This design comes from an exercise in tuning for small area and a short achievable clock period on the open sky130 flow, not from production work.
At most, simulation tests tie the RTL to the original design; equivalence was not proved.
Only the layout flow was run in runs 1 to 5; the RTL was not checked for function there.

==> flow/design.v, too long to show whole: its modules and the start of the top module <==
// module f_front: 14 lines
// module f_align1: 10 lines
// module f_align2: 8 lines
// module f_lzc: 28 lines
// module f_esub: 9 lines
// module f_norm: 17 lines
// module fadd1: 27 lines
// module fadd2: 33 lines
// module dly: 22 lines
// module fmulc: 42 lines
// module csa_m1: 270 lines
// module csa_m2: 224 lines
// module csa_m3: 306 lines
// module csa_m4: 332 lines
// module dct_core: 69 lines
module dct_core (
    input                clk,
    input                rst_n,
    input                start,
    input signed [255:0] a1,
    output               done,
    output       [255:0] final_output
);
  // ...
==> flow/flow/run.sh <==
#!/bin/bash
set -e
bash standard.sh BUFFER_PORTS_ARGS="-buffer_cell sky130_fd_sc_hd__buf_4" \
    SETUP_SLACK_MARGIN=6.7 finish > flow.log 2>&1
==> flow/standard.sh <==
#!/bin/bash
# synth_recipe.tcl (not shown) runs the flow's synth.tcl, then flattens the netlist and writes it again
# the make line also repeats each setting of config.mk as NAME=value (left out here)
make -C /OpenROAD-flow-scripts/flow DESIGN_CONFIG=/design/flow/config.mk WORK_HOME=/design/flow/orfs CLKGATE_MAP_FILE= SYNTH_SCRIPT=/design/flow/synth_recipe.tcl "${@:-finish}"
==> flow/config.mk <==
export PLATFORM = sky130hd
export DESIGN_NAME = dct_core
export DESIGN_NICKNAME = dct_core
export VERILOG_FILES = /design/flow/design.v
export SDC_FILE = /design/flow/constraint.sdc
export NUM_CORES = 8
export LEC_CHECK = 0
export ABC_AREA = 1
export CAP_MARGIN = 20
export CORE_MARGIN = 2
export CORE_UTILIZATION = 60
export CTS_CLUSTER_DIAMETER = 70
export CTS_CLUSTER_SIZE = 30
export PLACE_DENSITY = 0.72
export SLEW_MARGIN = 40
==> flow/constraint.sdc <==
create_clock -name core_clock -period 10.0 [get_ports {clk}]
set_input_delay 2.0000 -clock core_clock [delete_from_list [all_inputs] [get_ports {clk}]]
set_output_delay 2.0000 -clock core_clock [all_outputs]
set_load 0.01 [all_outputs]
==> reports/qor.yml, run 1 <==
initial_utilization_pct: 60.12
dp_cells: 45750
holdPathStages: 0
critPathCaptureType: "primary output"
setup_viol: 0
cts.sinks: 5218
post-synth-top-count-cell: "nand2_1"
postRouteAntennaNets: 0
async_flop_share_pct: 0
synth_area_leaders: "dfxtp_1, nand2_1, ha_1"
largestClassByArea: "multi-input gates"
path_cells: "buf_6"
multi_input_area_share_pct: 51.72
globalRouteMet1Util_pct: 45.56
worst-setup-path-type: "reg2out"
wl_met3_um: 73090
diodes: 57
regMostFlops: "dl_d.g_regs.s.r"
synth-main-ff-cell: "dfxtp_1"
pre_cts_slack_ps: 4608
clockBufferCount: 354
cap_violations: 0
hold_path.class: "reg2reg"
synth_cells: 40060
clock_latency_ps: 1040
wirelength_met1_um: 379000
yosys.area_share.simple_pct: 26.63
largestRegisters: "dl_d.g_regs.s.r (512), dl_e.g_regs.s.r (288), dl_b7.g_regs.s.r (256)"
status: "no timing/DRC/antenna violations"
clockBufferDepth: 4
grt_pass1_wl_um: 1429000
cts-root-buf: "clkbuf_16"
startpoint: "dl_d.g_regs.s[7].r[49]$_DFF_P_"
fin_crit_ps: 3532
crit-reg2reg-launch: "u_f23.c2.g_regs.s[0].r[21]$_DFF_P_"
nNetsFinal: 43510
rsz0062_at_grt: "true"
==> run 2: changes to the inputs <==
==> flow/flow/run.sh (replaced) <==
#!/bin/bash
set -e
bash standard.sh BUFFER_PORTS_ARGS="-buffer_cell sky130_fd_sc_hd__buf_4" \
    SETUP_SLACK_MARGIN=6.6 finish > flow.log 2>&1
--- a/flow/config.mk
+++ b/flow/config.mk
@@ -9,7 +9,7 @@
 export CAP_MARGIN = 20
 export CORE_MARGIN = 2
-export CORE_UTILIZATION = 60
+export CORE_UTILIZATION = 65
 export CTS_CLUSTER_DIAMETER = 70
 export CTS_CLUSTER_SIZE = 30
-export PLACE_DENSITY = 0.72
+export PLACE_DENSITY = 0.75
 export SLEW_MARGIN = 40
==> run 2 against run 1 <==
Against the previous run:
- clock-buffer cell count shrank 20
- largest cell class unchanged
- synthesized area is the same
- wire length grew 0.50%
- utilization grew 4.5 points
==> reports/qor.yml, run 2 <==
setup_viol: 0  # unchanged
clockBufferDepth: 4  # unchanged
die_width_um: 673.7  # was 701.1 um
die_height_um: 673.7  # was 701.1 um
cts_buffers: 320  # was 332
slew_headroom_pct: 27.95  # was 30.77%
setup_tns_ps: 0  # unchanged
startpoint: "u_c5.c3.g_regs.s[0].r[0]$_SDFF_PP0_"  # was dl_d.g_regs.s[7].r[49]$_DFF_P_
nNetsFinal: 43210  # was 43510
cts.sinks: 5218  # unchanged
fin_crit_ps: 3791  # was 3532 ps
track_usage_pct: 39.98  # was 36.71%
clock_latency_ps: 1070  # was 1040 ps
synth_cells: 40060  # unchanged
critPathSlowestCell: "nor4_1"  # was dfxtp_2
ys_seq_elements: 5218  # unchanged
critPathCaptureType: "flop"  # was primary output
path_cells: "nor4_1 > nand4_1 > a31o_2 > nand4_1 > a41oi_1 > o21ai_0 > fa_1 > inv_1 > fa_1"  # was buf_6
final_layout_size_suffix_gt1_share_pct: 9.748  # was 11.42%
post-synth-top-count-cell: "nand2_1"  # unchanged
grt_max_degree: 88  # was 96
syn_to_final_growth_pct: 11.42  # was 13.66%
critPathMaxStageDelay_ps: 910  # was 380 ps
async_flop_share_pct: 0  # unchanged
cp_num_cells: 9  # was 1
initial_utilization_pct: 65.36  # was 60.12%
cp.buffers_inverters: 1  # unchanged
crit-reg2reg-launch: "u_c5.c3.g_regs.s[0].r[0]$_SDFF_PP0_"  # was u_f23.c2.g_regs.s[0].r[21]$_DFF_P_
cts.clk_slew.worst_paths_ps: 100  # about the same
die-area_mm2: 0.4539  # was 0.4915 mm2
max_freq_ghz: 0.2638  # was 0.2831 GHz
post_synth_num_cell_types: 87  # unchanged
grt_pass1_wl_um: 1441000  # was 1429000 um
cp_max_fo: 6  # was 1
synth_commonest_cells: "nand2_1, dfxtp_1, inv_1"  # unchanged
slew_violations: 0  # unchanged
cts-root-buf: "clkbuf_16"  # unchanged
synth.net_count: 42910  # unchanged
rsz0062_at_grt: "true"  # unchanged
hold_path.class: "reg2reg"  # unchanged
vias_per_cell: 5.926  # was 5.724
yosysTopAreaCell: "dfxtp_1"  # unchanged
r2r_cells: 9  # was 21
cap_violations: 0  # unchanged
holdPathStages: 0  # unchanged
critPathArrivalTime_ps: 4720  # was 1530 ps
yosysWarnings: 13  # unchanged
synthDominantCellAreaShare_pct: 35.83  # unchanged
synth-edff-count: 0  # unchanged
grt_pass1_vias: 255900  # was 250500
port_buffers: 515  # unchanged
holdWs_ps: 299.3  # was 277.7 ps
wl_per_cell_um: 20.72  # was 20.24 um
postCtsHoldBufs: 0  # unchanged
worst-setup-path-type: "reg2reg"  # was reg2out
layout_commonest_cell: "nand2_1"  # unchanged
skew_ps: 53.40  # was 77.88 ps
regMostFlops: "dl_d.g_regs.s.r"  # unchanged
antenna_found_initial: 61  # was 79
hold_viol: 0  # unchanged
postRouteAntennaNets: 0  # unchanged
critPathLaunchType: "flop"  # unchanged
hold_start: "dl_f.g_regs.s[1].r[7]$_DFF_P_"  # was u_d3.c1.g_regs.s[0].r[51]$_DFF_P_
cts_tree: "built"  # unchanged
gp_congestion: 1.065  # was 1.048
fillers: 34890  # was 40730
drt_wl_total_um: 964100  # was 959300 um
core_area_mm2: 0.4460  # was 0.4849 mm2
via_count: 275800  # was 271400
drc: 0  # unchanged
ys_seq_area_share_pct: 35.83  # unchanged
drtIter0Drc: 33110  # was 27880
synth_area_leaders: "dfxtp_1, nand2_1, ha_1"  # unchanged
largest_reg_flops: 512  # unchanged
io_pins: 516  # unchanged
syn_area_mm2: 0.2915  # unchanged
cp_data_required_time_ps: 10930  # was 8000 ps
postSynthAreaPerCell_um2: 7.278  # unchanged
rows: 245  # was 256
grt_overflow: 0  # unchanged
worst_pin_slew_ps: 1071  # was 1028 ps
post-route-period-util_pct: 37.91  # was 35.32%
firstDrtPassIters: 12  # was 17
critical_path.top_delay_family: "simple AND/OR/NAND/NOR gates"  # was flip-flops
largestRegisters: "dl_d.g_regs.s.r (512), dl_e.g_regs.s.r (288), dl_b7.g_regs.s.r (256)"  # unchanged
mostFrequentLayoutCells: "nand2_1, dfxtp_1, inv_1, nand3_1, nor2_1"  # unchanged
status: "no timing/DRC/antenna violations"  # unchanged
htree_num_levels: 5  # unchanged
dp.final_hpwl_um: 719300  # was 728700 um
synth-main-ff-cell: "dfxtp_1"  # unchanged
run 2: metal layers:
metal	vias up	track usage, %	routed length, um	share of wire, %
li1	130000	-	-	-
met1	126700	49.57	368800	38
met2	15220	64.37	429100	45
met3	3842	5.885	85100	8.8
met4	38	27.61	80940	8.4
met5	-	0	285	0.030
run 2: timing repair:
item                       4_1_cts  5_1_grt
gates cloned                   126       78
pin swaps                      130      205
gates resized for setup       1264     1015
buffers inserted               225      330
setup endpoints to repair     1885     1537
run 2: logic make-up after synthesis:
kind of cell / Yosys count / synth area share (%)
flops: 5218 / 35.83
simple gates: 18280 / 26.63
compound gates: 6099 / 11.54
xor+xnor: 1474 / 4.428
fa+ha+maj: 2600 / 12.76
buf+inv: 6316 / 8.575
mux: 65 / 0.2317
run 2: stage by stage:
step                instances  setup slack, ps  instance area (um2)  util (%)
finish                  46530             6209               324800     72.83
global route            46520             6194               324800     72.82
CTS                     46100             6380               317800     71.24
detailed placement      45190             4595               298200     66.87
global placement        45190             4580               298100     66.83
floorplan               40060             6216               292900         -
run 2: final timing paths:
| check | endpoint | slack, ps |
|---|---|---|
| setup / recovery | u_e4.k1.g_regs.s[0].r[36]$_DFF_P_ | 6210 |
| hold reg to reg | dl_f.g_regs.s[2].r[7]$_DFF_P_ | 300 |
| hold / removal | dl_f.g_regs.s[2].r[7]$_DFF_P_ | 300 |
| setup reg to reg | u_e4.k1.g_regs.s[0].r[36]$_DFF_P_ | 6210 |
run 2: final cells by class:
| class | instances | area [um2] | share of cell area [%] |
|---|---|---|---|
| inverters | 4882 | 19030 | 5.860 |
| clock inverters | 224 | 4031 | 1.241 |
| repair inverters | 51 | 317.8 | 0.09784 |
| well taps | 5928 | 7417 | 2.283 |
| diodes | 22 | 55.05 | 0.01695 |
| repair buffers | 1225 | 11490 | 3.538 |
| multi-input cells | 28650 | 169200 | 52.10 |
| flip-flops and latches | 5218 | 105000 | 32.33 |
| clock buffers | 334 | 8235 | 2.535 |
==> module f_front, before the edit <==
module f_front (
    input  [30:0] a,
    input  [30:0] b,
    output        comp,
    output [63:0] q
);
    assign comp = a >= b;
    wire [7:0]  dab = a[30:23] - b[30:23];
    wire [7:0]  dba = b[30:23] - a[30:23];
    wire [30:0] l   = comp ? a : b;
    wire [22:0] s   = comp ? b[22:0] : a[22:0];
    wire        hs  = comp ? |b[30:23] : |a[30:23];
    assign q = {l[30:23], |l[30:23], l[22:0], hs, s, comp ? dab : dba};
endmodule
==> module f_align1, before the edit <==
module f_align1 (
    input  [63:0] q,
    input         x,
    output [56:0] r
);
    wire [7:0]  d  = q[7:0];
    wire [23:0] ms = q[31:8];
    wire [23:0] s1 = (|d[7:5] | (&d[4:3])) ? 24'b0 : (ms >> {d[4:1], 1'b0});
    assign r = {q[63:32], s1 ^ {24{x}}, d[0]};
endmodule
==> run 3: changes to the inputs <==
--- a/flow/design.v
+++ b/flow/design.v
@@ -5,11 +5,12 @@
     output [63:0] q
 );
-    assign comp = a >= b;
-    wire [7:0]  dab = a[30:23] - b[30:23];
+    wire [8:0]  dab = {1'b0, a[30:23]} - {1'b0, b[30:23]};
     wire [7:0]  dba = b[30:23] - a[30:23];
+    wire        eq  = a[30:23] == b[30:23];
+    assign comp = ~dab[8] & (~eq | (a[22:0] >= b[22:0]));
     wire [30:0] l   = comp ? a : b;
     wire [22:0] s   = comp ? b[22:0] : a[22:0];
     wire        hs  = comp ? |b[30:23] : |a[30:23];
-    assign q = {l[30:23], |l[30:23], l[22:0], hs, s, comp ? dab : dba};
+    assign q = {l[30:23], |l[30:23], l[22:0], hs, s, dab[8] ? dba : dab[7:0]};
 endmodule
 module f_align1 (
@@ -20,5 +21,5 @@
     wire [7:0]  d  = q[7:0];
     wire [23:0] ms = q[31:8];
-    wire [23:0] s1 = (|d[7:5] | (&d[4:3])) ? 24'b0 : (ms >> {d[4:1], 1'b0});
+    wire [23:0] s1 = (|d[7:5]) ? 24'b0 : (ms >> {d[4:1], 1'b0});
     assign r = {q[63:32], s1 ^ {24{x}}, d[0]};
 endmodule
--- a/flow/config.mk
+++ b/flow/config.mk
@@ -9,7 +9,7 @@
 export CAP_MARGIN = 20
 export CORE_MARGIN = 2
-export CORE_UTILIZATION = 65
+export CORE_UTILIZATION = 60
 export CTS_CLUSTER_DIAMETER = 70
 export CTS_CLUSTER_SIZE = 30
-export PLACE_DENSITY = 0.75
+export PLACE_DENSITY = 0.72
 export SLEW_MARGIN = 40
==> run 3 against run 2 <==
Against the previous run:
- largest cell class unchanged
- clock skew is 1.6 ps higher
- maximum frequency is 6.4% higher
- clock-buffer cell count is 14 higher
- critical path depth is 8 lower
- non-clock buffer count is 83 higher
- via count is 5.3% lower
- first-iteration DRC count is 18% lower
==> reports/qor.yml, run 3 <==
status: "no timing/DRC/antenna violations"  # unchanged
setup_viol: 0  # unchanged
drtIter0Drc: 27110  # was 33110
worst_pin_slew_ps: 967.5  # was 1071 ps
die_height_um: 695.8  # was 673.7 um
pre_cts_slack_ps: 4900  # was 4595 ps
layout_commonest_cell: "nand2_1"  # unchanged
final_cell_area_mm2: 0.3224  # was 0.3248 mm2
track_usage_pct: 35.12  # was 39.98%
fin_crit_ps: 3563  # was 3791 ps
synth-edff-count: 0  # unchanged
largestRegisters: "dl_d.g_regs.s.r (512), dl_e.g_regs.s.r (288), dl_b7.g_regs.s.r (256)"  # unchanged
initial_utilization_pct: 60.12  # was 65.36%
nNetsFinal: 42250  # was 43210
syn_to_final_growth_pct: 12.26  # was 11.42%
slew_violations: 0  # unchanged
hold_start: "u_d01.c3.g_regs.s[0].r[15]$_SDFF_PP0_"  # was dl_f.g_regs.s[1].r[7]$_DFF_P_
skew_ps: 55.03  # was 53.40 ps
regMostFlops: "dl_d.g_regs.s.r"  # unchanged
max_freq_ghz: 0.2806  # was 0.2638 GHz
die-area_mm2: 0.4842  # was 0.4539 mm2
post-route-period-util_pct: 35.63  # was 37.91%
rows: 254  # was 245
dpl_cell_area_mm2: 0.2956  # was 0.2982 mm2
htree_num_levels: 5  # unchanged
rsz0062_at_grt: "true"  # unchanged
firstDrtPassIters: 9  # was 12
ys_seq_elements: 5218  # unchanged
yosysTopAreaCell: "dfxtp_1"  # unchanged
critPathLaunchType: "flop"  # unchanged
fillers: 40610  # was 34890
postSynthAreaPerCell_um2: 7.354  # was 7.278 um2
clock_latency_ps: 1050  # was 1070 ps
drt_wl_total_um: 902800  # was 964100 um
grt_pass1_wl_um: 1351000  # was 1441000 um
post-synth-top-count-cell: "nand2_1"  # unchanged
cts.sinks: 5218  # unchanged
cts.clk_slew.worst_paths_ps: 100  # about the same
critical_path.top_delay_family: "flip-flops"  # was simple AND/OR/NAND/NOR gates
grt_pass1_vias: 240200  # was 255900
port_buffers: 515  # unchanged
syn_area_mm2: 0.2872  # was 0.2915 mm2
synth_cells: 39050  # was 40060
cp_data_required_time_ps: 8000  # was 10930 ps
yosysWarnings: 13  # unchanged
cts-root-buf: "clkbuf_16"  # unchanged
grt_overflow: 0  # unchanged
grt_max_degree: 82  # was 88
postRouteAntennaNets: 0  # unchanged
critPathMaxStageDelay_ps: 380  # was 910 ps
vias_per_cell: 5.655  # was 5.926
setup_tns_ps: 0  # unchanged
io_pins: 516  # unchanged
critPathSlowestCell: "dfxtp_4"  # was nor4_1
gp_congestion: 1.037  # was 1.065
holdWs_ps: 306.7  # was 299.3 ps
postLayoutCoreUtil_pct: 67.49  # was 72.83%
clockBufferDepth: 4  # unchanged
drc: 0  # unchanged
critPathCaptureType: "primary output"  # was flop
synth_commonest_cells: "nand2_1, dfxtp_1, inv_1"  # unchanged
synth_area_leaders: "dfxtp_1, nand2_1, ha_1"  # unchanged
seqCellArea_mm2: 0.1051  # was 0.1050 mm2
path_cells: "buf_6"  # was nor4_1 > nand4_1 > a31o_2 > nand4_1 > a41oi_1 > o21ai_0 > fa_1 > inv_1 > fa_1
startpoint: "dl_d.g_regs.s[7].r[42]$_DFF_P_"  # was u_c5.c3.g_regs.s[0].r[0]$_SDFF_PP0_
synth.net_count: 41890  # was 42910
cts_buffers: 333  # was 320
wl_per_cell_um: 19.56  # was 20.72 um
cp_max_fo: 1  # was 6
crit-reg2reg-launch: "u_y17.c2.g_regs.s[0].r[32]$_DFF_P_"  # was u_c5.c3.g_regs.s[0].r[0]$_SDFF_PP0_
slew_headroom_pct: 35.07  # was 27.95%
setup_slack_ps: 6437  # was 6209 ps
antenna_found_initial: 60  # was 61
dp.final_hpwl_um: 692600  # was 719300 um
synth-main-ff-cell: "dfxtp_1"  # unchanged
largest_reg_flops: 512  # unchanged
cts_tree: "built"  # unchanged
via_count: 261000  # was 275800
async_flop_share_pct: 0  # unchanged
hold_viol: 0  # unchanged
mostFrequentLayoutCells: "nand2_1, dfxtp_1, inv_1, nand3_1, o21ai_0"  # was nand2_1, dfxtp_1, inv_1, nand3_1, nor2_1
post_synth_num_cell_types: 83  # was 87
hold_path.class: "reg2reg"  # unchanged
cap_violations: 0  # unchanged
die_width_um: 695.8  # was 673.7 um
critPathArrivalTime_ps: 1560  # was 4720 ps
ys_seq_area_share_pct: 36.38  # was 35.83%
final_layout_size_suffix_gt1_share_pct: 9.698  # was 9.748%
worst-setup-path-type: "reg2out"  # was reg2reg
synthDominantCellAreaShare_pct: 36.38  # was 35.83%
multi_input_area_mm2: 0.1637  # was 0.1692 mm2
core_area_mm2: 0.4777  # was 0.4460 mm2
cp.buffers_inverters: 1  # unchanged
==> run 3: cell count changes after synthesis, sizes merged, moves of 51 or more <==
cell    previous run  this run
o21ai           2716      3180
xor2            1280      1339
mux2i             48       111
inv             4838      4946
nand3b           106        47
nor2            2897      2846
buf              671       539
nand3           3996      3508
clkbuf           763       878
a21oi           2233      2317
nand2          10182      8923
==> run 3: cells by family after synthesis <==
family	count (synthesis)	share of synthesized area, %
simple gates	16450	24.07
compound gates	6744	12.93
buf+inv	6411	8.617
flops	5218	36.38
fa+ha+maj	2584	12.88
xor+xnor	1510	4.667
mux	128	0.4536
==> run 3: worst paths after layout <==
path                                                         endpoint  slack, ps  cells after the start
worst max-delay path                                final_output[234]       6440                      1
worst min-delay path                   dl_d.g_regs.s[0].r[15]$_DFF_P_        310                      0
worst max register to register  u_y17.c3.g_regs.s[0].r[61]$_SDFF_PP0_       6570                     17
worst min register to register         dl_d.g_regs.s[0].r[15]$_DFF_P_        310                      0
==> run 3: worst reg2reg max path: stages, from the launching register on <==
cell	delay, ps
dfxtp_1	380
inv_1	70
nand2_1	90
nor3_1	60
nand2_1	150
nor2_2	70
o21ai_0	510
nand2_4	340
ha_1	450
a21oi_1	130
and2_1	160
nor2_1	60
nor2_1	90
inv_1	40
a21oi_1	350
inv_1	130
o21ai_0	190
nor2_1	60
==> run 3: through the flow <==
| stage | cells |
|---|---|
| floorplan | 39050 |
| global placement | 44730 |
| detailed placement | 44730 |
| CTS | 45630 |
| global route | 46150 |
| finish | 46170 |
==> run 3: repair_timing <==
| item | CTS | global route |
|---|---|---|
| pin swaps | 66 | 172 |
| endpoints found under the hold margin | 0 | 0 |
| resized for setup | 1311 | 981 |
| buffers inserted | 214 | 354 |
| gates cloned | 95 | 81 |
| setup endpoints to repair | 2020 | 1627 |
| hold buffers | 0 | 0 |
==> run 3: layer usage <==
layer	track usage, %	routed length (um)	vias to the layer above
li1	-	-	127400
met3	4.951	66300	2428
met5	0	155	-
met1	44.69	366500	119900
met2	56.68	404600	11290
met4	21.17	65210	26
==> run 3: area by class of cell <==
type,instances,share of cell area [%]
clock inverter,244,1.343
tap,6400,2.484
timing repair inverter,67,0.1226
antenna,98,0.07607
inverter,4994,6.075
clock buffer,348,2.637
multi-input combinational,27490,50.78
sequential,5218,32.60
timing repair buffer,1308,3.886
==> run 4: changes to the inputs <==
--- a/flow/config.mk
+++ b/flow/config.mk
@@ -9,7 +9,7 @@
 export CAP_MARGIN = 20
 export CORE_MARGIN = 2
-export CORE_UTILIZATION = 60
+export CORE_UTILIZATION = 50
 export CTS_CLUSTER_DIAMETER = 70
 export CTS_CLUSTER_SIZE = 30
-export PLACE_DENSITY = 0.72
+export PLACE_DENSITY = 0.62
 export SLEW_MARGIN = 40
==> run 4 against run 3 <==
Against the previous run:
- cell count increased by 3.0%
- global-route usage decreased by 4.8 points
- wire length increased by 3.5%
- highest routed layer unchanged
==> reports/qor.yml, run 4 <==
instances_no_fill: 47530  # was 46170
max_freq_ghz: 0.2815  # was 0.2806 GHz
postLayoutCoreUtil_pct: 56.86  # was 67.49%
postRouteAntennaNets: 0  # unchanged
firstDrtPassIters: 12  # was 9
yosysTopAreaCell: "dfxtp_1"  # unchanged
worst_pin_slew_ps: 1067  # was 967.5 ps
fin_crit_ps: 3552  # was 3563 ps
critPathLaunchType: "flop"  # unchanged
synthDominantCellAreaShare_pct: 36.38  # unchanged
async_flop_share_pct: 0  # unchanged
post-synth-top-count-cell: "nand2_1"  # unchanged
globalRouteMet1Util_pct: 39.40  # was 44.69%
ys_seq_area_share_pct: 36.38  # unchanged
clockBufferDepth: 4  # unchanged
cts-root-buf: "clkbuf_16"  # unchanged
cp_num_cells: 13  # was 1
rsz0062_at_grt: "true"  # unchanged
die_width_um: 761.8  # was 695.8 um
hold_path.class: "reg2reg"  # unchanged
crit-reg2reg-launch: "u_e7.k3.g_regs.s[0].r[23]$_SDFF_PP0_"  # was u_y17.c2.g_regs.s[0].r[32]$_DFF_P_
wl_per_cell_um: 19.67  # was 19.56 um
post-route-period-util_pct: 35.52  # was 35.63%
cp_data_required_time_ps: 10890  # was 8000 ps
status: "no timing/DRC/antenna violations"  # unchanged
cts.sinks: 5218  # unchanged
grtUsageMet3_pct: 3.293  # was 4.951%
port_buffers: 515  # unchanged
cts_tree: "built"  # unchanged
skew_ps: 91.86  # was 55.03 ps
rows: 278  # was 254
largestRegisters: "dl_d.g_regs.s.r (512), dl_e.g_regs.s.r (288), dl_b7.g_regs.s.r (256)"  # unchanged
drc: 0  # unchanged
grt_overflow: 0  # unchanged
htree_num_levels: 5  # unchanged
critPathArrivalTime_ps: 4450  # was 1560 ps
slew_violations: 0  # unchanged
postSynthAreaPerCell_um2: 7.354  # unchanged
synth_commonest_cells: "nand2_1, dfxtp_1, inv_1"  # unchanged
holdPathStages: 0  # unchanged
drtIter0Drc: 22780  # was 27110
core_area_mm2: 0.5725  # was 0.4777 mm2
synth.net_count: 41890  # unchanged
grt_pass1_vias: 240300  # was 240200
gr-usage-met2_pct: 50.10  # was 56.68%
nNetsFinal: 42310  # was 42250
ys_seq_elements: 5218  # unchanged
path_common_cell: "nand2_1"
startpoint: "u_e7.k3.g_regs.s[0].r[23]$_SDFF_PP0_"  # was dl_d.g_regs.s[7].r[42]$_DFF_P_
hold_viol: 0  # unchanged
grt_pass1_wl_um: 1398000  # was 1351000 um
cts.clk_slew.worst_paths_ps: 110  # was 100 ps
dp.final_hpwl_um: 731300  # was 692600 um
worst-setup-path-type: "reg2reg"  # was reg2out
clock_latency_ps: 1070  # was 1050 ps
die-area_mm2: 0.5804  # was 0.4842 mm2
vias_per_cell: 5.400  # was 5.655
synth_area_leaders: "dfxtp_1, nand2_1, ha_1"  # unchanged
largest_reg_flops: 512  # unchanged
mostFrequentLayoutCells: "nand2_1, dfxtp_1, inv_1, nand3_1, o21ai_0"  # unchanged
path_cells: "inv_1 > ha_1 > fa_1 > inv_1 > nor2_1 > o21ai_0 > nand2_2 > nand3_1 > nand3_1 > a21oi_1 > nand2_1 > nand2_1 > nand2_1"  # was buf_6
setup_viol: 0  # unchanged
syn_area_mm2: 0.2872  # unchanged
fillers: 54490  # was 40610
setup_tns_ps: 0  # unchanged
synth-edff-count: 0  # unchanged
cp.buffers_inverters: 2  # was 1
syn_to_final_growth_pct: 13.37  # was 12.26%
drt_wl_total_um: 934700  # was 902800 um
critPathCaptureType: "flop"  # was primary output
dp_cells: 45910  # was 44730
via_count: 256700  # was 261000
critical_path.top_delay_family: "simple AND/OR/NAND/NOR gates"  # was flip-flops
die_height_um: 761.8  # was 695.8 um
critPathSlowestCell: "o21ai_0"  # was dfxtp_4
track_usage_pct: 30.35  # was 35.12%
top_usage_layer: "met2"  # unchanged
r2r_cells: 13  # was 17
cap_violations: 0  # unchanged
synth_cells: 39050  # unchanged
hold_start: "dl_b7.g_regs.s[0].r[23]$_DFF_P_"  # was u_d01.c3.g_regs.s[0].r[15]$_SDFF_PP0_
yosysWarnings: 13  # unchanged
post_synth_num_cell_types: 83  # unchanged
antenna_found_initial: 70  # was 60
io_pins: 516  # unchanged
gp_congestion: 0.9931  # was 1.037
regMostFlops: "dl_d.g_regs.s.r"  # unchanged
synth-main-ff-cell: "dfxtp_1"  # unchanged
cts_buffers: 352  # was 333
critPathMaxStageDelay_ps: 830  # was 380 ps
slew_headroom_pct: 28.15  # was 35.07%
cp_max_fo: 14  # was 1
grt_max_degree: 90  # was 82
initial_utilization_pct: 50.16  # was 60.12%
final_layout_size_suffix_gt1_share_pct: 10.03  # was 9.698%
layout_commonest_cell: "nand2_1"  # unchanged
==> run 4: changes by cell type in the layout (fill, tap and decap cells not counted), moves of 13 or more <==
cell        delta
diode_2      +135
clkbuf_16     +31
buf_4         +27
nor2_1        -20
nor2_2        +19
clkinv_16     -17
clkinv_8      +16
dfxtp_4       -15
dfxtp_2       +14
nand3_2       +14
clkinvlp_4    +13
nand3_1       -13
==> run 4: through the flow <==
step	cell area, um2	worst slack [ps]	hold slack, ps
finish	325600	6448	293.3
global route	325500	6402	277.8
CTS	317900	6372	277.1
detailed placement	297200	4862	312.1
global placement	297000	4464	309.7
floorplan	288500	6244	309.6
==> run 4: layout make-up <==
| class | count | area (um2) | area share (%) |
|---|---|---|---|
| multi-input combinational | 27480 | 163900 | 50.34 |
| sequential | 5218 | 105100 | 32.27 |
| clock inverter | 258 | 4374 | 1.344 |
| timing repair buffer | 1355 | 13120 | 4.029 |
| inverter | 4994 | 19650 | 6.036 |
| clock buffer | 368 | 9024 | 2.772 |
| timing repair inverter | 66 | 394.1 | 0.1211 |
| tap | 7560 | 9459 | 2.905 |
| antenna | 233 | 583.1 | 0.1791 |
==> run 4: cell families (layout without fill, tap and decap cells) <==
logic type	Yosys count	after routing	synth area share, %
flip-flops	5218	5218	36.38
adder cells (fa/ha/maj)	2584	2584	12.88
AND/OR/NAND/NOR	16450	16500	24.07
XOR/XNOR	1510	1513	4.667
AO/OA/AOI/OAI	6744	6751	12.93
buffers and inverters	6411	7041	8.617
other	0	233	0
multiplexers	128	128	0.4536
==> run 4: what timing repair did <==
action,in CTS,in global routing
setup endpoints to repair,2035,1646
buffers inserted,266,317
pin swaps,94,161
gates cloned,99,80
hold buffers,0,0
resized for setup,1375,1008
==> run 4: worst paths after layout <==
check / to / slack (ps)
setup / recovery: u_f7.c1.g_regs.s[0].r[3]$_DFF_P_ / 6450
hold / removal: dl_b7.g_regs.s[1].r[23]$_DFF_P_ / 290
setup reg to reg: u_f7.c1.g_regs.s[0].r[3]$_DFF_P_ / 6450
hold reg to reg: dl_b7.g_regs.s[1].r[23]$_DFF_P_ / 290
==> run 4: routing by layer <==
metal | part of all wire (%) | vias to the layer above
li1 | - | 127700
met1 | 43 | 118500
met2 | 45 | 8599
met3 | 5.7 | 1865
met4 | 6.1 | 14
met5 | 0.011 | -
==> module fadd1, before the edit <==
module fadd1 #(parameter [3:0] C = 4'b1110) (
    input         clk,
    input  [31:0] a,
    input  [31:0] b,
    output [31:0] y
);
    wire        comp;
    wire [63:0] q0, q1;
    wire [56:0] r1, r2;
    f_front f (.a(a[30:0]), .b(b[30:0]), .comp(comp), .q(q0));
    wire        sg1, x1;
    dly #(66, C[0]) c0 (clk, {comp ? a[31] : b[31], a[31] ^ b[31], q0}, {sg1, x1, q1});
    f_align1 a1 (.q(q1), .x(x1), .r(r1));
    wire        sg2, x2;
    dly #(59, C[1]) c1 (clk, {sg1, x1, r1}, {sg2, x2, r2});
    wire [55:0] t2;
    f_align2 a2 (.q(r2), .x(x2), .r(t2));
    wire [25:0] ms = {1'b0, t2[47:24], 1'b1} + {x2, t2[23:0], x2};
    wire [24:0] m  = ms[25:1];
    wire [24:0] m3;
    wire [7:0]  e3;
    wire        sg3;
    dly #(34, C[2]) c2 (clk, {sg2, t2[55:48], m}, {sg3, e3, m3});
    wire [31:0] y0;
    f_norm n (.s(sg3), .e(e3), .m(m3), .y(y0));
    dly #(32, C[3]) c3 (clk, y0, y);
endmodule
==> module fadd2, before the edit <==
module fadd2 #(parameter [3:0] C = 4'b1110) (
    input         clk,
    input  [31:0] a,
    input  [31:0] b,
    output [31:0] ya,
    output [31:0] ys
);
    wire        comp;
    wire [63:0] q0, q1;
    wire [56:0] r1, r2;
    f_front f (.a(a[30:0]), .b(b[30:0]), .comp(comp), .q(q0));
    wire        sa1, ss1, x1;
    dly #(67, C[0]) c0 (clk, {comp ? a[31] : b[31], comp ? a[31] : ~b[31], a[31] ^ b[31], q0},
                             {sa1, ss1, x1, q1});
    f_align1 a1 (.q(q1), .x(x1), .r(r1));
    wire        sa2, ss2, x2;
    dly #(60, C[1]) c1 (clk, {sa1, ss1, x1, r1}, {sa2, ss2, x2, r2});
    wire [55:0] t2;
    f_align2 a2 (.q(r2), .x(x2), .r(t2));
    wire [23:0] ml = t2[47:24], mt = t2[23:0];
    wire [25:0] sa = {1'b0, ml, 1'b1} + {x2, mt, x2};
    wire [25:0] sz = {1'b0, ml, 1'b1} + {~x2, ~mt, ~x2};
    wire [24:0] ma = sa[25:1];
    wire [24:0] mz = sz[25:1];
    wire [24:0] ma3, ms3;
    wire [7:0]  e3;
    wire        sa3, ss3;
    dly #(60, C[2]) c2 (clk, {sa2, ss2, t2[55:48], ma, mz}, {sa3, ss3, e3, ma3, ms3});
    wire [31:0] ya0, ys0;
    f_norm na (.s(sa3), .e(e3), .m(ma3), .y(ya0));
    f_norm ns (.s(ss3), .e(e3), .m(ms3), .y(ys0));
    dly #(64, C[3]) c3 (clk, {ya0, ys0}, {ya, ys});
endmodule
==> module fmulc, before the edit <==
module fmulc #(parameter [23:0] KM = 24'h800000, parameter [7:0] EA = 8'd127,
               parameter [23:0] THR = 24'h800000, parameter TZ = 0,
               parameter [2:0] C = 3'b101) (
    input         clk,
    input  [31:0] b,
    output [31:0] y
);
    wire [23:0] mb  = {1'b1, b[22:0]};
    wire [8:0]  es  = {1'b0, EA} + {1'b0, b[30:23]};    
    wire        p47 = mb >= THR;
    wire        den = es < 9'd127;                      
    wire        inj = p47 & ~den;
    wire        tie = (TZ == 0) ? ~|b[22:0] : (b[21] & ~|b[20:0]);
    wire [48:0] s, c;
    generate
        if (KM == 24'hb50481)      begin : g1 csa_m1 u (b[22:0], inj, s, c); end
        else if (KM == 24'hc3f141) begin : g2 csa_m2 u (b[22:0], inj, s, c); end
        else if (KM == 24'h8a8c15) begin : g3 csa_m3 u (b[22:0], inj, s, c); end
        else                       begin : g4 csa_m4 u (b[22:0], inj, s, c); end
    endgenerate
    wire [47:0] s1, c1;
    wire [8:0]  es1;
    wire        p1, d1, t1, sg1;
    dly #(109, C[0]) k1 (clk, {s[47:0], c[47:0], es, p47, den, tie, b[31]},
                              {s1, c1, es1, p1, d1, t1, sg1});
    wire [47:0] rf = s1 + c1;
    wire [24:0] r1 = rf[47:23];
    wire [24:0] r;
    wire [8:0]  es2;
    wire        p2, d2, t2, sg2;
    dly #(38, C[1]) k2 (clk, {r1, es1, p1, d1, t1, sg1}, {r, es2, p2, d2, t2, sg2});
    wire [7:0]  ex_n = es2[7:0] - 8'd127;
    wire [8:0]  ex_p = es2 - 9'd126;
    wire        inf  = &ex_p[7:0];
    wire [23:0] top  = r[24:1];                          
    wire [23:0] dsh  = es2[0] ? top >> 2 : top >> 1;     
    wire [22:0] mant = d2 ? dsh[22:0] :
                       ~p2 ? r[22:0] :
                       inf ? 23'b0 : {r[23:2], r[1] & ~t2};
    wire [7:0]  ex   = d2 ? 8'h00 : ~p2 ? ex_n : inf ? 8'hFF : ex_p[7:0];
    dly #(32, C[2]) k3 (clk, {sg2, ex, mant}, y);
endmodule
==> run 5: changes to the inputs <==
--- a/flow/design.v
+++ b/flow/design.v
@@ -1,2 +1,38 @@
+module f_padd #(parameter W = 26) (
+    input  [W-1:0] a,
+    input  [W-1:0] b,
+    output [W-1:0] s
+);
+    localparam L = $clog2(W);
+    wire [W-1:0] g [0:L];
+    wire [W-1:0] p [0:L];
+    assign g[0] = a & b;
+    assign p[0] = a ^ b;
+    genvar l, i;
+    generate
+        for (l = 0; l < L; l = l + 1) begin : lv
+            for (i = 0; i < W; i = i + 1) begin : bt
+                if ((i >> l) & 1) begin : cmb
+                    localparam J = ((i >> l) << l) - 1;
+                    assign g[l+1][i] = g[l][i] | (p[l][i] & g[l][J]);
+                    assign p[l+1][i] = p[l][i] & p[l][J];
+                end else begin : pas
+                    assign g[l+1][i] = g[l][i];
+                    assign p[l+1][i] = p[l][i];
+                end
+            end
+        end
+    endgenerate
+    assign s = p[0] ^ {g[L][W-2:0], 1'b0};
+endmodule
+module f_pge #(parameter W = 23) (
+    input  [W-1:0] a,
+    input  [W-1:0] b,
+    output         ge
+);
+    wire [W+1:0] s;
+    f_padd #(W + 2) u (.a({1'b0, a, 1'b1}), .b({1'b0, ~b, 1'b1}), .s(s));
+    assign ge = s[W+1];
+endmodule
 module f_front (
     input  [30:0] a,
@@ -8,5 +44,7 @@
     wire [7:0]  dba = b[30:23] - a[30:23];
     wire        eq  = a[30:23] == b[30:23];
-    assign comp = ~dab[8] & (~eq | (a[22:0] >= b[22:0]));
+    wire        mge;
+    f_pge #(23) cm (.a(a[22:0]), .b(b[22:0]), .ge(mge));
+    assign comp = ~dab[8] & (~eq | mge);
     wire [30:0] l   = comp ? a : b;
     wire [22:0] s   = comp ? b[22:0] : a[22:0];
@@ -14,21 +52,13 @@
     assign q = {l[30:23], |l[30:23], l[22:0], hs, s, dab[8] ? dba : dab[7:0]};
 endmodule
-module f_align1 (
+module f_align (
     input  [63:0] q,
     input         x,
-    output [56:0] r
+    output [55:0] r
 );
     wire [7:0]  d  = q[7:0];
     wire [23:0] ms = q[31:8];
-    wire [23:0] s1 = (|d[7:5]) ? 24'b0 : (ms >> {d[4:1], 1'b0});
-    assign r = {q[63:32], s1 ^ {24{x}}, d[0]};
-endmodule
-module f_align2 (
-    input  [56:0] q,
-    input         x,
-    output [55:0] r
-);
-    wire [23:0] s1 = q[24:1];
-    assign r = {q[56:25], q[0] ? {x, s1[23:1]} : s1};
+    wire [23:0] sh = (|d[7:5]) ? 24'b0 : (ms >> d[4:0]);
+    assign r = {q[63:32], sh ^ {24{x}}};
 endmodule
 module f_lzc (
@@ -94,19 +124,17 @@
     wire        comp;
     wire [63:0] q0, q1;
-    wire [56:0] r1, r2;
+    wire [55:0] r1, r2;
     f_front f (.a(a[30:0]), .b(b[30:0]), .comp(comp), .q(q0));
     wire        sg1, x1;
     dly #(66, C[0]) c0 (clk, {comp ? a[31] : b[31], a[31] ^ b[31], q0}, {sg1, x1, q1});
-    f_align1 a1 (.q(q1), .x(x1), .r(r1));
+    f_align al (.q(q1), .x(x1), .r(r1));
     wire        sg2, x2;
-    dly #(59, C[1]) c1 (clk, {sg1, x1, r1}, {sg2, x2, r2});
-    wire [55:0] t2;
-    f_align2 a2 (.q(r2), .x(x2), .r(t2));
-    wire [25:0] ms = {1'b0, t2[47:24], 1'b1} + {x2, t2[23:0], x2};
-    wire [24:0] m  = ms[25:1];
+    dly #(58, C[1]) c1 (clk, {sg1, x1, r1}, {sg2, x2, r2});
+    wire [25:0] sm;
+    f_padd #(26) ad (.a({1'b0, r2[47:24], 1'b1}), .b({x2, r2[23:0], x2}), .s(sm));
     wire [24:0] m3;
     wire [7:0]  e3;
     wire        sg3;
-    dly #(34, C[2]) c2 (clk, {sg2, t2[55:48], m}, {sg3, e3, m3});
+    dly #(34, C[2]) c2 (clk, {sg2, r2[55:48], sm[25:1]}, {sg3, e3, m3});
     wire [31:0] y0;
     f_norm n (.s(sg3), .e(e3), .m(m3), .y(y0));
@@ -122,23 +150,20 @@
     wire        comp;
     wire [63:0] q0, q1;
-    wire [56:0] r1, r2;
+    wire [55:0] r1, r2;
     f_front f (.a(a[30:0]), .b(b[30:0]), .comp(comp), .q(q0));
     wire        sa1, ss1, x1;
     dly #(67, C[0]) c0 (clk, {comp ? a[31] : b[31], comp ? a[31] : ~b[31], a[31] ^ b[31], q0},
                              {sa1, ss1, x1, q1});
-    f_align1 a1 (.q(q1), .x(x1), .r(r1));
+    f_align al (.q(q1), .x(x1), .r(r1));
     wire        sa2, ss2, x2;
-    dly #(60, C[1]) c1 (clk, {sa1, ss1, x1, r1}, {sa2, ss2, x2, r2});
-    wire [55:0] t2;
-    f_align2 a2 (.q(r2), .x(x2), .r(t2));
-    wire [23:0] ml = t2[47:24], mt = t2[23:0];
-    wire [25:0] sa = {1'b0, ml, 1'b1} + {x2, mt, x2};
-    wire [25:0] sz = {1'b0, ml, 1'b1} + {~x2, ~mt, ~x2};
-    wire [24:0] ma = sa[25:1];
-    wire [24:0] mz = sz[25:1];
+    dly #(59, C[1]) c1 (clk, {sa1, ss1, x1, r1}, {sa2, ss2, x2, r2});
+    wire [23:0] ml = r2[47:24], mt = r2[23:0];
+    wire [25:0] sa, sz;
+    f_padd #(26) aa (.a({1'b0, ml, 1'b1}), .b({x2, mt, x2}), .s(sa));
+    f_padd #(26) az (.a({1'b0, ml, 1'b1}), .b({~x2, ~mt, ~x2}), .s(sz));
     wire [24:0] ma3, ms3;
     wire [7:0]  e3;
     wire        sa3, ss3;
-    dly #(60, C[2]) c2 (clk, {sa2, ss2, t2[55:48], ma, mz}, {sa3, ss3, e3, ma3, ms3});
+    dly #(60, C[2]) c2 (clk, {sa2, ss2, r2[55:48], sa[25:1], sz[25:1]}, {sa3, ss3, e3, ma3, ms3});
     wire [31:0] ya0, ys0;
     f_norm na (.s(sa3), .e(e3), .m(ma3), .y(ya0));
@@ -193,5 +218,6 @@
     dly #(109, C[0]) k1 (clk, {s[47:0], c[47:0], es, p47, den, tie, b[31]},
                               {s1, c1, es1, p1, d1, t1, sg1});
-    wire [47:0] rf = s1 + c1;
+    wire [47:0] rf;
+    f_padd #(48) cp (.a(s1), .b(c1), .s(rf));
     wire [24:0] r1 = rf[47:23];
     wire [24:0] r;
--- a/flow/config.mk
+++ b/flow/config.mk
@@ -9,7 +9,7 @@
 export CAP_MARGIN = 20
 export CORE_MARGIN = 2
-export CORE_UTILIZATION = 50
+export CORE_UTILIZATION = 60
 export CTS_CLUSTER_DIAMETER = 70
 export CTS_CLUSTER_SIZE = 30
-export PLACE_DENSITY = 0.62
+export PLACE_DENSITY = 0.72
 export SLEW_MARGIN = 40
==> run 5 against run 4 <==
Against the previous run:
- non-clock buffer count is 92 lower
- register-to-register slack improved by 100 ps
- synthesized area fell by 3.8%
- sequential cell count shrank 18
- utilization up 11 points
- final area decreased by 4.9%
- cell count decreased by 9.2%
- clock-buffer cell count is 47 lower
- critical path type is now reg2out
- critical endpoint is now final_output[241]
- largest cell class unchanged
==> reports/qor.yml, run 5 <==
drc: 0  # unchanged
setup_viol: 0  # unchanged
post_synth_num_cell_types: 89  # was 83
drtIter0Drc: 23230  # was 22780
postSynthAreaPerCell_um2: 7.619  # was 7.354 um2
largestRegisters: "dl_d.g_regs.s.r (512), dl_e.g_regs.s.r (288), dl_b7.g_regs.s.r (256)"  # unchanged
drt_wl_total_um: 866800  # was 934700 um
layout_commonest_cell: "nand2_1"  # unchanged
skew_ps: 58.78  # was 91.86 ps
via_count: 243700  # was 256700
synth-main-ff-cell: "dfxtp_1"  # unchanged
rows: 249  # was 278
synth_area_leaders: "dfxtp_1, nand2_1, ha_1"  # unchanged
synth_cells: 36240  # was 39050
grt_pass1_vias: 225200  # was 240300
status: "no timing/DRC/antenna violations"  # unchanged
critPathLaunchType: "flop"  # unchanged
hold_start: "dl_b7.g_regs.s[2].r[4]$_DFF_P_"  # was dl_b7.g_regs.s[0].r[23]$_DFF_P_
core_area_mm2: 0.4592  # was 0.5725 mm2
synth-edff-count: 0  # unchanged
critical_path.top_delay_family: "flip-flops"  # was simple AND/OR/NAND/NOR gates
cts-root-buf: "clkbuf_16"  # unchanged
synthDominantCellAreaShare_pct: 37.70  # was 36.38%
cts.sinks: 5200  # was 5218
postRouteAntennaNets: 0  # unchanged
port_buffers: 515  # unchanged
hold_viol: 0  # unchanged
vias_per_cell: 5.647  # was 5.400
max_freq_ghz: 0.2813  # was 0.2815 GHz
setup_tns_ps: 0  # unchanged
startpoint: "dl_d.g_regs.s[7].r[49]$_DFF_P_"  # was u_e7.k3.g_regs.s[0].r[23]$_SDFF_PP0_
yosysWarnings: 17  # was 13
globalRouteMet1Util_pct: 43.64  # was 39.40%
io_pins: 516  # unchanged
ys_seq_area_share_pct: 37.70  # was 36.38%
final_layout_size_suffix_gt1_share_pct: 10.73  # was 10.03%
htree_num_levels: 5  # unchanged
die_height_um: 682.4  # was 761.8 um
synth.net_count: 39160  # was 41890
crit-reg2reg-launch: "u_b46.c2.g_regs.s[0].r[40]$_DFF_P_"  # was u_e7.k3.g_regs.s[0].r[23]$_SDFF_PP0_
critPathArrivalTime_ps: 1560  # was 4450 ps
cap_violations: 0  # unchanged
postCtsHoldBufs: 0  # unchanged
synth_commonest_cells: "nand2_1, dfxtp_1, inv_1"  # unchanged
antenna_found_initial: 62  # was 70
final_cell_area_mm2: 0.3096  # was 0.3256 mm2
rsz0062_at_grt: "true"  # unchanged
die_width_um: 682.4  # was 761.8 um
syn_area_mm2: 0.2761  # was 0.2872 mm2
worst-setup-path-type: "reg2out"  # was reg2reg
nNetsFinal: 39660  # was 42310
critPathMaxStageDelay_ps: 410  # was 830 ps
slew_violations: 0  # unchanged
clockBufferDepth: 4  # unchanged
slew_headroom_pct: 31.99  # was 28.15%
cp_max_fo: 1  # was 14
cts_buffers: 307  # was 352
track_usage_pct: 35.23  # was 30.35%
gr-usage-met2_pct: 57.38  # was 50.10%
gp_congestion: 1.076  # was 0.9931
cts.clk_slew.worst_paths_ps: 100  # was 110 ps
cts_tree: "built"  # unchanged
critPathSlowestCell: "dfxtp_4"  # was o21ai_0
post-synth-top-count-cell: "nand2_1"  # unchanged
worst_pin_slew_ps: 1013  # was 1067 ps
post-route-period-util_pct: 35.55  # was 35.52%
async_flop_share_pct: 0  # unchanged
hold_path.class: "reg2reg"  # unchanged
dp.final_hpwl_um: 663500  # was 731300 um
fin_crit_ps: 3555  # was 3552 ps
initial_utilization_pct: 60.13  # was 50.16%
firstDrtPassIters: 9  # was 12
dpl_cell_area_mm2: 0.2843  # was 0.2972 mm2
grtUsageMet3_pct: 5.567  # was 3.293%
wl_per_cell_um: 20.09  # was 19.67 um
cp.buffers_inverters: 1  # was 2
largest_reg_flops: 512  # unchanged
mostFrequentLayoutCells: "nand2_1, dfxtp_1, inv_1, nand3_1, o21ai_0"  # unchanged
ys_seq_elements: 5200  # was 5218
top_usage_layer: "met2"  # unchanged
path_cells: "buf_6"  # was inv_1 > ha_1 > fa_1 > inv_1 > nor2_1 > o21ai_0 > nand2_2 > nand3_1 > nand3_1 > a21oi_1 > nand2_1 > nand2_1 > nand2_1
die-area_mm2: 0.4656  # was 0.5804 mm2
yosysTopAreaCell: "dfxtp_1"  # unchanged
grt_overflow: 0  # unchanged
regMostFlops: "dl_d.g_regs.s.r"  # unchanged
grt_max_degree: 67  # was 90
grt_pass1_wl_um: 1288000  # was 1398000 um
clock_latency_ps: 1040  # was 1070 ps
critPathCaptureType: "primary output"  # was flop
cp_data_required_time_ps: 8000  # was 10890 ps
syn_to_final_growth_pct: 12.14  # was 13.37%
run 5: changes by cell type in the layout (fill, tap and decap cells not counted), moves of 70 or more:
cell / change
a21oi_1: -636
o21ai_0: -625
nor2_1: -605
inv_1: -596
o21ai_1: +298
xor2_1: -199
diode_2: -197
nand2_1: -169
nand3_1: +157
fa_1: +128
o211ai_1: -106
nand4_1: -101
o21bai_1: -70
run 5: worst paths after layout:
kind / endpoint / slack, ps / cells past startpoint
setup / recovery: final_output[241] / 6440 / 1
hold / removal: dl_b7.g_regs.s[3].r[4]$_DFF_P_ / 310 / 0
setup reg to reg: u_b46.c3.g_regs.s[0].r[53]$_SDFF_PP0_ / 6550 / 15
hold reg to reg: dl_b7.g_regs.s[3].r[4]$_DFF_P_ / 310 / 0
run 5: stage by stage:
stage                     worst slack, ps  cells  utilization [%]  hold WS, ps
after global routing                 6417  43130            67.41        311.2
after CTS                            6387  42650            65.72        300.9
final                                6445  43150            67.42        307.5
after floorplan                      6284  36240                -        309.6
after global placement               4441  41860            61.86        309.5
after detailed placement             4774  41860            61.92        312.1
run 5: layout make-up:
cell class                 count  area (um2)
multi-input combinational  25480      156100
inverter                    4452       17680
fill                       38840      149600
timing repair inverter        46       292.8
clock inverter               209        3669
antenna                       36       90.09
clock buffer                 321        7818
sequential                  5200      104700
tap                         6149        7694
timing repair buffer        1263       11580
run 5: kinds of logic after synthesis:
| logic type | count (synthesis) | synth area share [%] |
|---|---|---|
| buf+inv | 5676 | 8.181 |
| xor+xnor | 1361 | 4.344 |
| compound gates | 5395 | 10.76 |
| flops | 5200 | 37.70 |
| simple gates | 15810 | 24.43 |
| fa+ha+maj | 2656 | 14.06 |
| mux | 145 | 0.5324 |
run 5: layer usage:
metal	routed length [um]	part of all wire, %
met1	342300	39
met2	390600	45
met3	66550	7.7
met4	67180	7.8
met5	240	0.028
run 5: repair_timing:
| action | CTS | global route |
|---|---|---|
| resized for setup | 1173 | 968 |
| gates cloned | 105 | 75 |
| hold endpoints to repair | 0 | 0 |
| pin swaps | 100 | 209 |
| setup buffers | 148 | 396 |
| setup endpoints to repair | 1931 | 1701 |
==> run 6: changes to the inputs <==
--- a/flow/design.v
+++ b/flow/design.v
@@ -4,5 +4,12 @@
     output [W-1:0] s
 );
-    localparam L = $clog2(W);
+    function integer lg2(input integer n);
+        integer t;
+        begin
+            lg2 = 0;
+            for (t = 1; t < n; t = t * 2) lg2 = lg2 + 1;
+        end
+    endfunction
+    localparam L = lg2(W);
     wire [W-1:0] g [0:L];
     wire [W-1:0] p [0:L];
==> run 6 against run 5 <==
Against the previous run:
- wire length is 1.2% lower
- global-route usage is 0.32 points lower
- still clean
- sequential cell count stayed put
- register-to-register slack better by 40 ps
- synthesized cell count is 0.36% higher
==> reports/qor.yml, run 6 <==
status: "no timing/DRC/antenna violations"  # unchanged
cts-root-buf: "clkbuf_16"  # unchanged
synth_commonest_cells: "nand2_1, dfxtp_1, inv_1"  # unchanged
worstHoldEndpoint: "dl_b7.g_regs.s[4].r[11]$_DFF_P_"  # was dl_b7.g_regs.s[3].r[4]$_DFF_P_
post-route-period-util_pct: 35.42  # was 35.55%
syn_to_final_growth_pct: 12.95  # was 12.14%
hold_viol: 0  # unchanged
grt_overflow: 0  # unchanged
die-area_mm2: 0.4636  # was 0.4656 mm2
grt_pass1_vias: 224000  # was 225200
mostFrequentLayoutCells: "nand2_1, dfxtp_1, inv_1, nand3_1, o21ai_0"  # unchanged
cts_buffers: 321  # was 307
critPathArrivalTime_ps: 1540  # was 1560 ps
drtIter0Drc: 24860  # was 23230
largest_reg_flops: 512  # unchanged
hold_start: "dl_b7.g_regs.s[3].r[11]$_DFF_P_"  # was dl_b7.g_regs.s[2].r[4]$_DFF_P_
layout_commonest_cell: "nand2_1"  # unchanged
timing.rr.end: "u_c6.c1.g_regs.s[0].r[3]$_DFF_P_"  # was u_b46.c3.g_regs.s[0].r[53]$_SDFF_PP0_
instances_no_fill: 43390  # was 43150
rows: 248  # was 249
ys_seq_elements: 5200  # unchanged
skew_ps: 69.05  # was 58.78 ps
regMostFlops: "dl_d.g_regs.s.r"  # unchanged
cp_max_fo: 1  # unchanged
critical_path.top_delay_family: "flip-flops"  # unchanged
grt_max_degree: 67  # unchanged
nNetsFinal: 39800  # was 39660
max_freq_ghz: 0.2823  # was 0.2813 GHz
slew_violations: 0  # unchanged
critPathSlowestCell: "dfxtp_2"  # was dfxtp_4
crit-reg2reg-launch: "u_b46.c3.g_regs.s[0].r[14]$_SDFF_PP0_"  # was u_b46.c2.g_regs.s[0].r[40]$_DFF_P_
yosysTopAreaCell: "dfxtp_1"  # unchanged
clockBufferDepth: 4  # unchanged
synth-main-ff-cell: "dfxtp_1"  # unchanged
final_layout_size_suffix_gt1_share_pct: 10.30  # was 10.73%
syn_area_mm2: 0.2749  # was 0.2761 mm2
fillers: 38240  # was 38840
holdWs_ps: 308.8  # was 307.5 ps
drc: 0  # unchanged
setup_tns_ps: 0  # unchanged
largestRegisters: "dl_d.g_regs.s.r (512), dl_e.g_regs.s.r (288), dl_b7.g_regs.s.r (256)"  # unchanged
holdPathStages: 0  # unchanged
cp.buffers_inverters: 1  # unchanged
post-synth-top-count-cell: "nand2_1"  # unchanged
initial_utilization_pct: 60.27  # was 60.13%
die_height_um: 680.9  # was 682.4 um
worst_pin_slew_ps: 992.9  # was 1013 ps
rsz0062_at_grt: "true"  # unchanged
slew_headroom_pct: 33.11  # was 31.99%
htree_num_levels: 5  # unchanged
cts.sinks: 5200  # unchanged
cts.clk_slew.worst_paths_ps: 110  # was 100 ps
gp_congestion: 1.022  # was 1.076
core_area_mm2: 0.4561  # was 0.4592 mm2
track_usage_pct: 34.91  # was 35.23%
critPathMaxStageDelay_ps: 370  # was 410 ps
cts_tree: "built"  # unchanged
synth_area_leaders: "dfxtp_1, nand2_1, ha_1"  # unchanged
ff2ff_setup_slack_ps: 6590  # was 6550 ps
clock_latency_ps: 1070  # was 1040 ps
antenna_found_initial: 77  # was 62
firstDrtPassIters: 12  # was 9
synth.net_count: 39290  # was 39160
postSynthAreaPerCell_um2: 7.558  # was 7.619 um2
fin_crit_ps: 3542  # was 3555 ps
drt_wl_total_um: 856400  # was 866800 um
ys_seq_area_share_pct: 37.87  # was 37.70%
synth_cells: 36370  # was 36240
postCtsHoldBufs: 0  # unchanged
port_buffers: 515  # unchanged
vias_per_cell: 5.627  # was 5.647
critPathLaunchType: "flop"  # unchanged
cp_data_required_time_ps: 8000  # about the same
yosysWarnings: 17  # unchanged
critPathCaptureType: "primary output"  # unchanged
grt_pass1_wl_um: 1278000  # was 1288000 um
worst-setup-path-type: "reg2out"  # unchanged
wl_per_cell_um: 19.74  # was 20.09 um
cp_num_cells: 1  # unchanged
r2r_cells: 23  # was 15
path_cells: "buf_6"  # unchanged
setup_viol: 0  # unchanged
multi_input_area_mm2: 0.1546  # was 0.1561 mm2
async_flop_share_pct: 0  # unchanged
post_synth_num_cell_types: 81  # was 89
dp.final_hpwl_um: 650300  # was 663500 um
hold_path.class: "reg2reg"  # unchanged
synth-edff-count: 0  # unchanged
seqCellArea_mm2: 0.1048  # was 0.1047 mm2
cap_violations: 0  # unchanged
die_width_um: 680.9  # was 682.4 um
synthDominantCellAreaShare_pct: 37.87  # was 37.70%
dp_cells: 41840  # was 41860
via_count: 244100  # was 243700
postRouteAntennaNets: 0  # unchanged
io_pins: 516  # unchanged
run 6: cell types whose count changed after synthesis, moves of 32 or more:
cell / previous run / this run
buf_2: 429 / 377
inv_1: 4212 / 4346
nand2_1: 8718 / 8834
nand2_2: 91 / 52
inv_2: 187 / 128
o21ai_1: 377 / 219
clkbuf_1: 522 / 661
nand3_1: 3657 / 3744
o21ai_0: 2426 / 2573
nor2_4: 47 / 15
buf_4: 108 / 67
run 6: layout make-up:
type,instances,area share (%)
Clock inverter,224,1.300
Antenna cell,259,0.2087
Timing Repair Buffer,1289,3.931
Clock buffer,338,2.648
Timing Repair inverter,66,0.1386
Tap cell,6000,2.418
Inverter,4531,5.814
Multi-Input combinational cell,25480,49.80
Sequential cell,5200,33.75
run 6: per-layer routing:
layer / part of all wire, % / global-route usage (%) / vias up
met5: 0.019 / 0 / -
li1: - / - / 118700
met2: 45 / 55.78 / 10570
met1: 40 / 44.35 / 112600
met3: 7.6 / 5.170 / 2240
met4: 7.5 / 22.12 / 22
run 6: timing repair:
action | in CTS | in global routing
resized for setup | 1300 | 990
pin swaps | 97 | 171
setup endpoints to repair | 1983 | 1696
gates cloned | 111 | 79
setup buffers | 168 | 371
run 6: worst max-delay path by stage:
stage | from | to
after CTS | dl_d.g_regs.s[7].r[8]$_DFF_P_ | final_output[104]
final | dl_d.g_regs.s[7].r[6]$_DFF_P_ | final_output[102]
after detailed placement | u_f45.c3.g_regs.s[0].r[23]$_SDFF_PP0_ | u_y53.c1.g_regs.s[0].r[0]$_DFF_P_
after floorplan | a1[247] | u_b07.c0.g_regs.s[0].r[6]$_DFF_P_
after global placement | u_f45.c3.g_regs.s[0].r[23]$_SDFF_PP0_ | u_y53.c1.g_regs.s[0].r[0]$_DFF_P_
after global routing | dl_d.g_regs.s[7].r[6]$_DFF_P_ | final_output[102]
run 6: logic make-up (layout without fill, tap and decap cells):
group                      after synthesis  count (layout)  synth area share [%]
DFF                                   5200            5200                 37.87
xor gates and xnor gates              1342            1342                 4.295
other                                    0             259                     0
AOI/OAI and AO/OA                     5374            5385                 10.68
and+or+nand+nor                      15910           15980                 24.41
buffers and inverters                 5778            6448                 8.193
muxes                                  116             116                0.4278
adders and majority gates             2656            2656                 14.12
run 6: metrics by stage:
step / utilization (%) / cell area [um2] / setup slack (ps)
6_report: 68.07 / 310500 / 6458
5_1_grt: 68.04 / 310300 / 6400
4_1_cts: 66.29 / 302400 / 6386
3_5_place_dp: 62.13 / 283400 / 4717
3_3_place_gp: 62.08 / 283200 / 4355
2_1_floorplan: - / 276200 / 6309
==> module f_norm, before the edit <==
module f_norm (
    input         s,
    input  [7:0]  e,
    input  [24:0] m,
    output [31:0] y
);
    wire [4:0]  k;
    f_lzc z (.m(m), .k(k));
    wire [24:0] v    = m << k;
    wire [7:0]  e1   = e + 8'd1;
    wire [7:0]  e2   = e + 8'd2;
    wire [7:0]  en;
    f_esub xn (.e(e1), .k(k), .d(en));
    wire        zero = ~|m;
    wire        fl   = zero | (e2 == {3'b0, k}) | ((e == 8'hff) & (k == 5'd0));
    assign y = fl ? 32'b0 : {s, en, v[23:1]};
endmodule
==> run 7: changes to the inputs <==
--- a/flow/design.v
+++ b/flow/design.v
@@ -114,5 +114,9 @@
     wire [4:0]  k;
     f_lzc z (.m(m), .k(k));
-    wire [24:0] v    = m << k;
+    wire [24:0] v4   = k[4] ? {m[8:0], 16'b0} : m;
+    wire [24:0] v3   = k[3] ? {v4[16:0], 8'b0} : v4;
+    wire [24:0] v2   = k[2] ? {v3[20:0], 4'b0} : v3;
+    wire [24:0] v1   = k[1] ? {v2[22:0], 2'b0} : v2;
+    wire [24:0] v    = k[0] ? {v1[23:0], 1'b0} : v1;
     wire [7:0]  e1   = e + 8'd1;
     wire [7:0]  e2   = e + 8'd2;
==> run 7 against run 6 <==
Against the previous run:
- still clean
- critical path depth did not move
- sequential cell count unchanged
- non-clock buffer count down 100
- wire length down 2.6%
- via count decreased by 1.8%
- synthesized cell count down 2.3%
- clock-buffer cell count shrank 7
- maximum frequency up 0.39%
- register-to-register slack worse by 40 ps
- critical endpoint is now final_output[234]
- largest cell class unchanged
==> reports/qor.yml, run 7 <==
critPathMaxStageDelay_ps: 380  # was 370 ps
critPathSlowestCell: "dfxtp_4"  # was dfxtp_2
synth.net_count: 38460  # was 39290
postCtsHoldBufs: 0  # unchanged
yosysWarnings: 17  # unchanged
postLayoutCoreUtil_pct: 67.49  # was 68.07%
worst-setup-path-type: "reg2out"  # unchanged
drtIter0Drc: 22280  # was 24860
status: "no timing/DRC/antenna violations"  # unchanged
startpoint: "dl_d.g_regs.s[7].r[42]$_DFF_P_"  # was dl_d.g_regs.s[7].r[6]$_DFF_P_
layout_commonest_cell: "nand2_1"  # unchanged
cts_buffers: 316  # was 321
die-area_mm2: 0.4621  # was 0.4636 mm2
async_flop_share_pct: 0  # unchanged
synth_area_leaders: "dfxtp_1, nand2_1, ha_1"  # unchanged
grt_pass1_vias: 225200  # was 224000
ff2ff_setup_slack_ps: 6550  # was 6590 ps
critPathArrivalTime_ps: 1530  # was 1540 ps
synth-edff-count: 0  # unchanged
worstSetupEndpoint: "final_output[234]"  # was final_output[102]
multi_input_area_mm2: 0.1530  # was 0.1546 mm2
regMostFlops: "dl_d.g_regs.s.r"  # unchanged
htree_num_levels: 5  # unchanged
synthDominantCellAreaShare_pct: 37.99  # was 37.87%
hold_viol: 0  # unchanged
cts.sinks: 5200  # unchanged
cts_tree: "built"  # unchanged
synth-main-ff-cell: "dfxtp_1"  # unchanged
ys_seq_elements: 5200  # unchanged
clockBufferDepth: 4  # unchanged
grt_overflow: 0  # unchanged
cap_violations: 0  # unchanged
==> run 7: changes by cell type in the layout (fill, tap and decap cells not counted), sizes merged, moves of 150 or more <==
cell   before   now
o22ai      27   240
diode     259    29
a21oi    1668  1876
inv      4492  4642
nand2    8964  8217
o21ai    2820  2417
nand3    3749  3551
mux2i     104   317
==> run 7: worst min path at each step <==
| stage | endpoint | slack, ps | cells past startpoint |
|---|---|---|---|
| detailed placement | dl_b7.g_regs.s[2].r[0]$_DFF_P_ | 310 | 0 |
| CTS | dl_e.g_regs.s[0].r[43]$_DFF_P_ | 300 | 0 |
| finish | u_b07.c2.g_regs.s[0].r[56]$_DFF_P_ | 310 | 0 |
| global placement | dl_d.g_regs.s[5].r[55]$_DFF_P_ | 310 | 0 |
| global route | dl_e.g_regs.s[0].r[43]$_DFF_P_ | 300 | 0 |
| floorplan | dl_b7.g_regs.s[1].r[0]$_DFF_P_ | 310 | 0 |
==> run 7: cell families (layout without fill, tap and decap cells) <==
group	after synthesis	count (layout)	synth area share, %
simple gates	14800	14920	22.94
buf+inv	5848	6492	8.444
compound gates	5427	5432	11.09
flops	5200	5200	37.99
fa+ha+maj	2655	2655	14.16
xor+xnor	1294	1294	4.174
mux	328	328	1.203
other cells	0	29	0
==> run 7: layer usage <==
layer  part of all wire, %  global-route usage, %
met4                   7.4                  21.02
met3                   7.2                  4.455
met2                    45                  55.95
met5                 0.012                      0
met1                    40                  42.60
==> run 7: area by class of cell <==
class,count,area share (%)
multi-input cells,24620,49.76
clock inverters,230,1.289
inverters,4670,5.999
flip-flops and latches,5200,34.09
repair buffers,1189,3.607
diodes,29,0.02361
well taps,6000,2.442
repair inverters,72,0.1384
clock buffers,331,2.659
==> run 7: stage by stage <==
| step | instance area, um2 | setup WS, ps |
|---|---|---|
| after detailed placement | 281700 | 4821 |
| after CTS | 300800 | 6346 |
| after global placement | 281600 | 4496 |
| after global routing | 307400 | 6425 |
| after floorplan | 275100 | 6296 |
| final | 307400 | 6471 |
==> run 7: worst reg2reg max path: cells and delay by family, from the launching register on <==
family,cells,cell delay (ps)
fa+ha+maj,1,320
compound gates,1,190
simple gates,14,1880
buf+inv,1,170
flops,1,790
==> run 7: what timing repair did <==
action,CTS,global route
gates cloned,130,93
gates resized for setup,1201,880
hold endpoints to repair,0,0
setup buffers,222,284
pin swaps,116,171
setup endpoints to repair,1964,1802

==> static timing again, ports no longer ideal <==
No port has a modelled driver above. Below, the same layouts with a new extraction and two added sets of constraints.
Step 1 (the two cells are an assumption about what drives the block):
set clk [get_ports {clk}]
set_driving_cell -lib_cell sky130_fd_sc_hd__clkbuf_16 $clk
set_driving_cell -lib_cell sky130_fd_sc_hd__buf_2 [delete_from_list [all_inputs] $clk]
Step 2 also shifts input and output timing later by t, the mid clock arrival at the registers, as if the neighbouring blocks saw the same clock.
a / b / c = no drivers / after step 1 / after step 2; a / b = the first two.
run | shift t [ns] | slack for setup (ns) | worst setup path after step 2 | clock arrival spread, ns | cell pins on the clock port's net
run 1 | 1.145 | 6.468 / 6.327 / 5.707 | input to register | 0.086 / 0.085 | 1
run 2 | 1.188 | 6.209 / 6.209 / 5.573 | input to register | 0.066 / 0.066 | 1
run 3 | 1.172 | 6.437 / 6.291 / 5.585 | input to register | 0.075 / 0.075 | 1
run 4 | 1.172 | 6.448 / 6.324 / 5.634 | input to register | 0.105 / 0.106 | 1
run 5 | 1.149 | 6.445 / 6.308 / 5.599 | input to register | 0.063 / 0.062 | 1
run 6 | 1.164 | 6.458 / 6.323 / 5.631 | input to register | 0.082 / 0.082 | 1
run 7 | 1.146 | 6.471 / 6.332 / 5.651 | input to register | 0.068 / 0.068 | 1
After both steps every run listed still meets setup and hold. The setup slack of run 3, which loses most, moves by -0.146 ns with the drivers and by -0.852 ns with both steps.
